From an optimization exercise on the open Yosys and OpenROAD flow, aimed at small area, a short achievable clock period and few clock cycles; shortcuts taken in it are not production practice. Power and IR drop assume default switching activity.

==> inputs of 05-08 <==
Design Main, start of the top module:
module Main(
    input clk,
    input rst,
    input ld_en,
    input [4:0] ld_addr,
    input [13:0] ld_data,
    output reg [13:0] Outp,
    output reg out_valid,
    output reg halted
    );
==> module Main, before the edit <==
module Main(
    input clk,
    input rst,
    input ld_en,
    input [4:0] ld_addr,
    input [13:0] ld_data,
    output reg [13:0] Outp,
    output reg out_valid,
    output reg halted
    );
    reg [13:0] prog [1:15];
    reg [13:0] data [0:15];
    reg [13:0] ir;
    reg [3:0]  pc;       
    reg [3:0]  fidx;     
    reg        fin;      
    reg        pend;     
    reg        xv;       
    reg [3:0]  xd;
    reg [13:0] xa, xb;
    reg        xc;
    wire [1:0] op = ir[13:12];
    wire [3:0] fa = ir[11:8];
    wire [3:0] fb = ir[7:4];
    wire [3:0] fc = ir[3:0];
    wire active = !rst && !fin;
    wire is_out = (op == 2'b11);
    wire is_mov = (op == 2'b10);
    wire is_sub = (op == 2'b01);
    wire last   = (pc == 4'd15);
    wire [13:0] xres = xa + xb + {13'd0, xc};
    integer i;
    reg [13:0] ma, mb, mf;
    always @(*) begin
        ma = 14'd0;
        mb = 14'd0;
        mf = 14'd0;
        for (i = 0; i < 16; i = i + 1) begin
            ma = ma | (data[i] & {14{fa == i}});
            mb = mb | (data[i] & {14{fb == i}});
        end
        for (i = 1; i < 16; i = i + 1)
            mf = mf | (prog[i] & {14{fidx == i}});
    end
    wire [13:0] ra = (xv && xd == fa) ? xres : ma;
    wire [13:0] rb = (xv && xd == fb) ? xres : mb;
    always @(posedge clk) begin
        for (i = 1; i < 16; i = i + 1)
            if (ld_en && ld_addr == i)
                prog[i] <= ld_data;
    end
    wire [13:0] wd = ld_en ? ld_data : xres;
    always @(posedge clk) begin
        for (i = 0; i < 16; i = i + 1)
            if ((ld_en && ld_addr == 16 + i) || (xv && xd == i))
                data[i] <= wd;
    end
    always @(posedge clk) begin
        if (rst) begin
            if (ld_en && ld_addr == 5'd0)
                ir <= ld_data;
        end else if (!fin)
            ir <= mf;
    end
    always @(posedge clk) begin
        if (rst) begin
            pc <= 4'd0;
            fidx <= 4'd1;
            fin <= 1'b0;
            pend <= 1'b0;
            halted <= 1'b0;
            xv <= 1'b0;
            out_valid <= 1'b0;
            Outp <= 14'd0;
        end else begin
            xv <= active && !is_out;
            out_valid <= active && is_out;
            pend <= active && last && is_out;
            if (pend || (active && last && !is_out))
                halted <= 1'b1;
            if (active) begin
                pc <= pc + 4'd1;
                fidx <= fidx + 4'd1;
                if (last)
                    fin <= 1'b1;
                if (is_out)
                    Outp <= ra;
            end
        end
    end
    always @(posedge clk) begin
        xd <= is_mov ? fb : fc;
        xa <= ra;
        xb <= (rb & {14{~is_mov}}) ^ {14{is_sub}};
        xc <= is_sub;
    end
endmodule
export LEC_CHECK = 0
export CAP_MARGIN = 20
export CORE_MARGIN = 2
export CORE_UTILIZATION = 40
export SLEW_MARGIN = 20
create_clock -name core_clock -period 7.0 [get_ports {clk}]
standard.sh (not shown) runs the stock make flow with config.mk's settings and CLKGATE_MAP_FILE= SYNTH_SCRIPT=/design/flow/synth_recipe.tcl, a recipe that flattens the netlist after the stock synthesis.
==> flow/flow/run.sh <==
#!/bin/bash
# The standard layout, with plain buffers on the ports (the platform's default
# picks a delay cell) and sizing not held to each cell's footprint.
set -euo pipefail
bash standard.sh \
  BUFFER_PORTS_ARGS="-buffer_cell sky130_fd_sc_hd__buf_4" \
  MATCH_CELL_FOOTPRINT=0 \
  finish > standard_flow.log 2>&1
==> inputs of 04-24, as changes to 05-08 <==
==> flow/design.v (replaced) <==
`timescale 1ns / 1ps
module Main(
    input clk,
    input rst,
    input ld_en,
    input [4:0] ld_addr,
    input [13:0] ld_data,
    output reg [13:0] Outp,
    output reg out_valid,
    output reg halted
    );
    function [3:0] dec2;
        input [1:0] x;
        dec2 = 4'b0001 << x;
    endfunction
    function [13:0] rd16;
        input [223:0] w;
        input [3:0] lo;
        input [3:0] hi;
        integer g, k;
        reg [13:0] q;
        begin
            rd16 = 14'd0;
            for (g = 0; g < 4; g = g + 1) begin
                q = 14'd0;
                for (k = 0; k < 4; k = k + 1)
                    q = q | (w[(4*g+k)*14 +: 14] & {14{lo[k]}});
                rd16 = rd16 | (q & {14{hi[g]}});
            end
        end
    endfunction
    reg [13:0] prog [1:15];
    reg [13:0] data [0:15];
    reg [1:0]  op;
    reg [3:0]  alo, ahi, blo, bhi, clo, chi;
    reg [3:0]  flo, fhi;  
    reg        fin;      
    reg        pend;     
    reg        xv;       
    reg [3:0]  xlo, xhi;
    reg [13:0] xa, xb;
    reg        xc;
    reg        wv;       
    reg        pv;       
    reg [3:0]  wlo, whi;
    reg [13:0] wr;
    wire is_out = (op == 2'b11);
    wire is_mov = (op == 2'b10);
    wire is_sub = (op == 2'b01);
    wire last   = flo[0] && fhi[0];
    wire [13:0] xres = xa + xb + {13'd0, xc};
    integer i;
    reg [223:0] dflat, pflat;
    always @(*) begin
        for (i = 0; i < 16; i = i + 1)
            dflat[i*14 +: 14] = data[i];
        pflat[13:0] = 14'd0;
        for (i = 1; i < 16; i = i + 1)
            pflat[i*14 +: 14] = prog[i];
    end
    wire [13:0] ma = rd16(dflat, alo, ahi);
    wire [13:0] mb = rd16(dflat, blo, bhi);
    wire [13:0] mf = rd16(pflat, flo, fhi);
    wire xfa = xv && (xlo & alo) != 4'd0 && (xhi & ahi) != 4'd0;
    wire xfb = xv && (xlo & blo) != 4'd0 && (xhi & bhi) != 4'd0;
    wire wfa = wv && (wlo & alo) != 4'd0 && (whi & ahi) != 4'd0;
    wire wfb = wv && (wlo & blo) != 4'd0 && (whi & bhi) != 4'd0;
    wire [13:0] ra = xfa ? xres : wfa ? wr : ma;
    wire [13:0] rb = xfb ? xres : wfb ? wr : mb;
    always @(posedge clk) begin
        for (i = 1; i < 16; i = i + 1)
            if (pv && wlo[i % 4] && whi[i / 4])
                prog[i] <= wr;
    end
    always @(posedge clk) begin
        for (i = 0; i < 16; i = i + 1)
            if (wv && wlo[i % 4] && whi[i / 4])
                data[i] <= wr;
    end
    wire [13:0] fw = rst ? ld_data : (pv && wlo[1] && whi[0]) ? wr : mf;
    always @(posedge clk) begin
        if (rst ? (ld_en && ld_addr == 5'd0) : !fin) begin
            op  <= fw[13:12];
            ahi <= dec2(fw[11:10]);
            alo <= dec2(fw[9:8]);
            bhi <= dec2(fw[7:6]);
            blo <= dec2(fw[5:4]);
            chi <= dec2(fw[3:2]);
            clo <= dec2(fw[1:0]);
        end
    end
    always @(posedge clk) begin
        if (rst) begin
            flo <= 4'b0010;
            fhi <= 4'b0001;
            fin <= 1'b0;
            pend <= 1'b0;
            halted <= 1'b0;
            xv <= 1'b0;
            out_valid <= 1'b0;
            Outp <= 14'd0;
        end else begin
            xv <= !fin && !is_out;
            out_valid <= !fin && is_out;
            pend <= !fin && last && is_out;
            if (pend || (!fin && last && !is_out))
                halted <= 1'b1;
            if (!fin) begin
                flo <= {flo[2:0], flo[3]};
                if (flo[3])
                    fhi <= {fhi[2:0], fhi[3]};
                if (last)
                    fin <= 1'b1;
                if (is_out)
                    Outp <= ra;
            end
        end
    end
    always @(posedge clk) begin
        xlo <= is_mov ? blo : clo;
        xhi <= is_mov ? bhi : chi;
        xa <= ra;
        xb <= (rb & {14{~is_mov}}) ^ {14{is_sub}};
        xc <= is_sub;
    end
    always @(posedge clk) begin
        wv <= rst ? (ld_en && ld_addr[4]) : xv;
        pv <= rst && ld_en && !ld_addr[4];
        wlo <= rst ? dec2(ld_addr[1:0]) : xlo;
        whi <= rst ? dec2(ld_addr[3:2]) : xhi;
        wr <= rst ? ld_data : xres;
    end
endmodule
==> flow/flow/run.sh (replaced) <==
#!/bin/bash
# The standard layout, with plain buffers on the ports (the platform's default
# picks a delay cell), sizing not held to each cell's footprint, and a clock
# tree without dummy balancing loads.
set -euo pipefail
bash standard.sh \
  BUFFER_PORTS_ARGS="-buffer_cell sky130_fd_sc_hd__buf_4" \
  MATCH_CELL_FOOTPRINT=0 \
  CTS_ARGS="-sink_clustering_enable -repair_clock_nets -dont_use_dummy_load -sink_clustering_size 24 -sink_clustering_max_diameter 90" \
  finish > standard_flow.log 2>&1
--- a/flow/config.mk
+++ b/flow/config.mk
@@ -7,5 +7,6 @@
 export LEC_CHECK = 0
 export CAP_MARGIN = 20
 export CORE_MARGIN = 2
-export CORE_UTILIZATION = 40
+export CORE_UTILIZATION = 70
+export SETUP_SLACK_MARGIN = 4.5
 export SLEW_MARGIN = 20
==> reports/metrics.csv <==
stage,metric,value,unit
run_status,status,finished clean,
power_and_ir_drop,internal cell power,0.00600,W
layout,fraction of area in registers,56.1,%
layout,Layout Area Growth over Synthesis,13.4,%
layout,most frequent cells in the layout,"edfxtp_1 (448), nand2_1 (110), buf_4 (102)",
layout,multi-input logic portion of the cell area,30.0,%
setup_path,worst reg2reg setup slack,3.43,ns
yosys,Post-synth EDFFs,448,
-- figures above: 05-08

==> reports/metrics.csv <==
stage,metric,value,unit
run_status,status,finished clean,
layout,most frequent cells in the layout,"edfxtp_1 (460), a22oi_1 (359), nand2_1 (191)",
layout,multi-input logic portion of the cell area,27.4,%
setup_path,Critical Path Slowest Stage Cell,fa_2,
layout,"most common cell after layout, fill and taps aside",edfxtp_1,
global_routing,largest net degree at the start of global routing,92,
yosys,Post-synth EDFFs,460,
setup_path,worst reg2reg setup slack,4.43,ns
layout,fraction of area in registers,63.3,%
worst_hold_path,worst hold path depth,2,
power_and_ir_drop,internal cell power,0.00548,W
-- figures above: 04-24

Function was not checked in any run of this note: the RTL went through the layout flow alone.

-- re-timing with driven ports --
In the flow no input, the clock included, has a driving cell. The finished layouts below were timed again as built, in two steps. Step 1 (the two cells are an assumption about what drives the block):
set clk [get_ports {clk}]
set_driving_cell -lib_cell sky130_fd_sc_hd__clkbuf_16 $clk
set_driving_cell -lib_cell sky130_fd_sc_hd__buf_2 [delete_from_list [all_inputs] $clk]
Step 2, shift: input delay + t, output delay - t, t = (earliest + latest rising clock arrival at the registers) / 2. This alone moves slack from input paths to output paths. a / b / c = ideal / step 1 / step 2; a / b = the first two.
run | t, ns | slack for setup (ns) | hold WS [ns] | worst setup path at the end | worst register clock-pin slew, ns
05-08 | 0.671 | 3.427 / 3.427 / 3.172 | 0.454 / 0.454 / 0.454 | input to register | 0.07 / 0.07
04-24 | 0.625 | 4.426 / 4.426 / 4.010 | 0.465 / 0.465 / 0.465 | input to register | 0.10 / 0.10
After both steps setup and hold are still met in every run listed. The setup slack of 04-24, which loses most, moves by 0.000 ns with the drivers and by -0.416 ns with both steps.
